What follows belongs to an exercise in optimizing a design on an open flow for small area; a production flow would make more cautious choices. In this exercise RTL edits were held to simulation tests only and were not proved equivalent to the original. Power and IR drop assume default switching activity.

job 7920:
## rgb565_to_ycbcr422
module rgb565_to_ycbcr422
(
    input   wire                    sys_clk         ,
    input   wire                    sys_rst_n       ,
    input   wire    [15:0]          rgb_data        ,
    output  reg     signed  [7:0]   img_out         ,
    output  wire    [1:0]           state           ,
    output  wire                    start_en
);
Size: ~270 cells after synthesis, ~35 flip-flops, about 29 I/O pins, about 3300 µm² of cells after synthesis.
Settings: LEC_CHECK=0, CAP_MARGIN=20, CORE_MARGIN=2, CORE_UTILIZATION=40, SLEW_MARGIN=20, SYNTH_HIERARCHICAL=1; clock period 5.0 ns.
standard.sh (not shown) runs the stock make flow with config.mk's settings and CLKGATE_MAP_FILE= SYNTH_SCRIPT=/design/flow/synth_recipe.tcl, a recipe that flattens the netlist after the stock synthesis.
==> flow/flow/run.sh <==
#!/bin/bash
# Standard layout, with the smallest buffer cell on the ports and a clock
# tree without dummy balancing loads.
set -euo pipefail
export BUFFER_PORTS_ARGS="-buffer_cell sky130_fd_sc_hd__buf_1"
export CTS_ARGS="-repair_clock_nets -dont_use_dummy_load -buf_list sky130_fd_sc_hd__clkbuf_4 -root_buf sky130_fd_sc_hd__clkbuf_4"
bash standard.sh > standard_flow.log 2>&1
Job 7920 reached the end of the flow, and the finished layout is clean on the timing, design-rule and antenna checks.
> inputs changed (job 7920 -> job 1577)
==> flow/flow/run.sh <==
#!/bin/bash
# Standard layout, with the smallest buffer cell on the ports and a clock
# tree without dummy balancing loads.
set -euo pipefail
export BUFFER_PORTS_ARGS="-buffer_cell sky130_fd_sc_hd__buf_1"
export CTS_ARGS="-sink_clustering_enable -repair_clock_nets -dont_use_dummy_load"
bash standard.sh > standard_flow.log 2>&1
Notes after the runs:
Job 1577 | status: complete | timing, DRC, antenna: pass. Between job 7920 and job 1577, growth of design area from synthesis to finish is lower for job 7920, job 1577 comes in above that. Multi-input logic portion of the cell area delta for job 1577 relative to job 7920: 0.55 points lower. Job 1577 vs. job 7920: share of the clock period used by the worst path ~0 delta, maximum frequency ~0 delta, met2 usage in global routing +0.18 points, area of the die ~0 delta.
Edits applied to the flow inputs when going from job 1577 to job 6276:
==> flow/flow/run.sh <==
#!/bin/bash
# Standard layout, with the smallest buffer cell on the ports and a clock
# tree without dummy balancing loads.
set -euo pipefail
export BUFFER_PORTS_ARGS="-buffer_cell sky130_fd_sc_hd__buf_1"
export CTS_ARGS="-sink_clustering_enable -repair_clock_nets -dont_use_dummy_load -buf_list sky130_fd_sc_hd__clkbuf_4 -root_buf sky130_fd_sc_hd__clkbuf_4"
bash standard.sh > standard_flow.log 2>&1
-- flow/config.mk --
<<< job 1577, line 9
export CORE_MARGIN = 2
export CORE_UTILIZATION = 40
export SLEW_MARGIN = 20
>>> job 6276, line 9
export CORE_MARGIN = 2
export CORE_UTILIZATION = 50
export SLEW_MARGIN = 20
Findings:
- Job 6276 completed every stage of the flow, and the final layout passed the timing, design-rule and antenna checks.
- The worst hold slack reported for job 6276 is greater than that of job 1577 by 0.018 ns.
- First-pass GRT wire length (job 6276 over job 1577): increase, 1.7%
- The non-clock buffering overhead in the final layout in job 6276 sits 0.44 points above the value recorded for job 1577.
- Sort job 1577 and job 6276 by core utilization asc -> top: job 1577
- In job 6276 the final cycle utilization of the critical path turned out 1.2 points higher than in job 1577.

* * *

Starting RTL as in the previous note.
==> flow/config.mk <==
export PLATFORM = sky130hd
export DESIGN_NAME = rgb565_to_ycbcr422
export DESIGN_NICKNAME = rgb565_to_ycbcr422
export VERILOG_FILES = /design/flow/design.v
export SDC_FILE = /design/flow/constraint.sdc
export NUM_CORES = 4
export LEC_CHECK = 0
export CAP_MARGIN = 20
export CORE_MARGIN = 2
export CORE_UTILIZATION = 40
export SLEW_MARGIN = 20
export SYNTH_HIERARCHICAL = 1
==> flow/constraint.sdc <==
create_clock -name core_clock -period 5.0 [get_ports {sys_clk}]
set_input_delay 1.0000 -clock core_clock [delete_from_list [all_inputs] [get_ports {sys_clk}]]
set_output_delay 1.0000 -clock core_clock [all_outputs]
set_load 0.01 [all_outputs]
==> flow/flow/run.sh <==
#!/bin/bash
# Standard layout, with the smallest buffer cell on the ports and a clock
# tree without dummy balancing loads.
set -euo pipefail
export BUFFER_PORTS_ARGS="-buffer_cell sky130_fd_sc_hd__buf_1"
export CTS_ARGS="-sink_clustering_enable -repair_clock_nets -dont_use_dummy_load -buf_list sky130_fd_sc_hd__clkbuf_8 -root_buf sky130_fd_sc_hd__clkbuf_4"
bash standard.sh > standard_flow.log 2>&1
The baseline went through all stages and came out clean.
Next try:
==> flow/flow/run.sh (replaced) <==
#!/bin/bash
# Standard layout, with the smallest buffer cell on the ports and a clock
# tree without dummy balancing loads.
set -euo pipefail
export BUFFER_PORTS_ARGS="-buffer_cell sky130_fd_sc_hd__buf_1"
export CTS_ARGS="-sink_clustering_enable -repair_clock_nets -dont_use_dummy_load -buf_list sky130_fd_sc_hd__clkbuf_4 -root_buf sky130_fd_sc_hd__clkbuf_8"
bash standard.sh > standard_flow.log 2>&1
=>
- The new run finished with timing, DRC and antenna clean
- via count is about the same
- cell area goes up by 0.86%
- combinational power goes up by about 0.6%
- global-route usage goes up by 0.19 points
Next try:
==> flow/flow/run.sh (replaced) <==
#!/bin/bash
# Standard layout, but the port buffers are the smallest buffer cell.
set -euo pipefail
export BUFFER_PORTS_ARGS="-buffer_cell sky130_fd_sc_hd__buf_1"
bash standard.sh > standard_flow.log 2>&1
=> Register-to-register slack stays flat; synthesized cell count is unchanged; wire length stays flat; power goes up by 4.6%; worst setup slack improves by 0.011 ns; final cell count goes up by 0.74%.
Next try:
==> flow/flow/run.sh (replaced) <==
#!/bin/bash
# Standard layout, with the smallest buffer cell on the ports and a clock
# tree without dummy balancing loads.
set -euo pipefail
export BUFFER_PORTS_ARGS="-buffer_cell sky130_fd_sc_hd__buf_1"
export CTS_ARGS="-sink_clustering_enable -repair_clock_nets -dont_use_dummy_load -buf_list sky130_fd_sc_hd__clkbuf_4 -root_buf sky130_fd_sc_hd__clkbuf_4"
bash standard.sh > standard_flow.log 2>&1
--- a/flow/config.mk
+++ b/flow/config.mk
@@ -10,2 +10,3 @@
 export CORE_UTILIZATION = 40
+export PLACE_DENSITY = 0.5
 export SLEW_MARGIN = 20
=>
- hold slack is worse by 0.011 ns
- sequential power barely changes
- clock power falls by well over a third
- design area falls slightly
- via count falls by a few percent
- setup slack is better by 0.0092 ns
- power falls by a little under a tenth
Next try:
==> flow/flow/run.sh (replaced) <==
#!/bin/bash
# Standard layout, with the smallest buffer cell on the ports and a clock
# tree without dummy balancing loads.
set -euo pipefail
export BUFFER_PORTS_ARGS="-buffer_cell sky130_fd_sc_hd__buf_1"
export CTS_ARGS="-sink_clustering_enable -sink_clustering_size 40 -sink_clustering_max_diameter 200 -repair_clock_nets -dont_use_dummy_load -buf_list sky130_fd_sc_hd__clkbuf_8 -root_buf sky130_fd_sc_hd__clkbuf_8"
bash standard.sh > standard_flow.log 2>&1
--- a/flow/config.mk
+++ b/flow/config.mk
@@ -10,3 +10,2 @@
 export CORE_UTILIZATION = 40
-export PLACE_DENSITY = 0.5
 export SLEW_MARGIN = 20
Combinational power barely changes.
Synthesized cell count does not change.
Routed wire length goes down by 2.4%.
Clock skew goes down by 0.019 ns.
Via count goes up by 2.9%.
Utilization goes down by 0.23 points.
Power goes up by 3.9%.
Register-to-register slack loses 0.02 ns.
Worst setup slack loses 0.020 ns.

* * *

Another version of the RTL of rgb565_to_ycbcr422 (not shown whole).
Size: about 35 flip-flops, ~29 I/O pins.
## rgb565_to_ycbcr422
module rgb565_to_ycbcr422
(
    input   wire                    sys_clk         ,
    input   wire                    sys_rst_n       ,
    input   wire    [15:0]          rgb_data        ,
    output  reg     signed  [7:0]   img_out         ,
    output  wire    [1:0]           state           ,
    output  wire                    start_en
);
Settings: LEC_CHECK=0, CAP_MARGIN=20, CORE_MARGIN=2, CORE_UTILIZATION=40, SLEW_MARGIN=20, SYNTH_HIERARCHICAL=1; clock period 5.0 ns.
run.sh (not shown) runs the stock make flow with config.mk's settings and CLKGATE_MAP_FILE= SYNTH_SCRIPT=/design/flow/synth_recipe.tcl, a recipe that flattens the netlist after the stock synthesis.
Stock flow here: none of the scripts above is used.
The first run went through all stages and came out clean.
Next try:
--- a/flow/config.mk
+++ b/flow/config.mk
@@ -10,0 +11 @@
+export CTS_BUF_LIST = sky130_fd_sc_hd__clkbuf_2 sky130_fd_sc_hd__clkbuf_4
What happened:
- global-route usage hardly moves
- first-iteration DRC count is higher by 23%
- clock power is lower by about 7%
- register-to-register slack hardly moves
- sequential power stays flat
- die area does not change
- routed wire length barely changes
- setup slack hardly moves
- core utilization is lower by 0.19 points

* * *

Setup of v6:
Another version of the RTL of rgb565_to_ycbcr422 (not shown whole).
Size: about 35 flip-flops, ~29 I/O pins, roughly 0.0034 sq mm of cells after synthesis.
clock: 5.0 ns
lec_check: 0
cap_margin: 20
core_margin: 2
core_utilization: 40
place_density: 0.8
slew_margin: 20
synth_hierarchical: 1
standard.sh (not shown) runs the stock make flow with config.mk's settings and CLKGATE_MAP_FILE= SYNTH_SCRIPT=/design/flow/synth_recipe.tcl, a recipe that flattens the netlist after the stock synthesis.
==> flow/flow/run.sh <==
#!/bin/bash
# Standard layout, but the port buffers are the smallest buffer cell.
set -euo pipefail
export BUFFER_PORTS_ARGS="-buffer_cell sky130_fd_sc_hd__buf_1"
bash standard.sh > standard_flow.log 2>&1
Modified inputs, v7 compared to v6
Settings: PLACE_DENSITY removed (was 0.8).
==> comparison <==
- From v6 to v7 the numbers moved as follows: wire length shrank by about 1.8%; final hold slack down 5.3 ps; area added between synthesis and finish -0.26 points.
- From v6 to v7 the numbers moved as follows: post-layout worst setup margin rose 130 ps, total via count in the routed design fell 35.
- v7: total power about 5.4% below v6
- The higher power share of the clock group of v7 and v6 is in v6.
- Delta (v7 minus v6): clock period minus worst slack dropped 130 ps, number of antenna violations at the first check in global routing barely changed.

[what the ideal ports hide]
The flow's constraints put no driver on any port. The routed layouts listed below were extracted and timed again, unchanged, in two steps. Step 1 sets driving cells, clkbuf_16 on the clock port and buf_2 on the other inputs (assumed; they add their load-dependent delay and slew). Step 2 also shifts input and output timing later by t, the mid clock arrival at the registers, as if the neighbouring blocks saw the same clock. Three values: no drivers, after step 1, after step 2; two values: the first two.
| run | shift t [ns] | setup slack, ns | worst slew at a driven data input, ns |
|---|---|---|---|
| job 7920 | 0.356 | 0.259 / 0.259 / 0.259 | 0.03 |
| job 1577 | 0.310 | 0.261 / 0.261 / 0.261 | 0.03 |
| job 6276 | 0.344 | 0.201 / 0.201 / 0.201 | 0.03 |
| the first run of note 2 | 0.356 | 0.259 / 0.259 / 0.259 | 0.03 |
| the second run of note 2 | 0.310 | 0.261 / 0.261 / 0.261 | 0.03 |
| the third run of note 2 | 0.319 | 0.272 / 0.272 / 0.272 | 0.03 |
| the fourth run of note 2 | 0.346 | 0.282 / 0.282 / 0.282 | 0.04 |
| the fifth run of note 2 | 0.310 | 0.261 / 0.261 / 0.261 | 0.03 |
| the first run of note 3 | 0.315 | 0.201 / 0.201 / 0.201 | 0.03 |
| the second run of note 3 | 0.362 | 0.203 / 0.203 / 0.203 | 0.03 |
| v6 | 0.314 | 0.066 / 0.066 / 0.066 | 0.04 |
| v7 | 0.315 | 0.201 / 0.201 / 0.201 | 0.04 |
After both steps setup and hold are still met in every run listed.
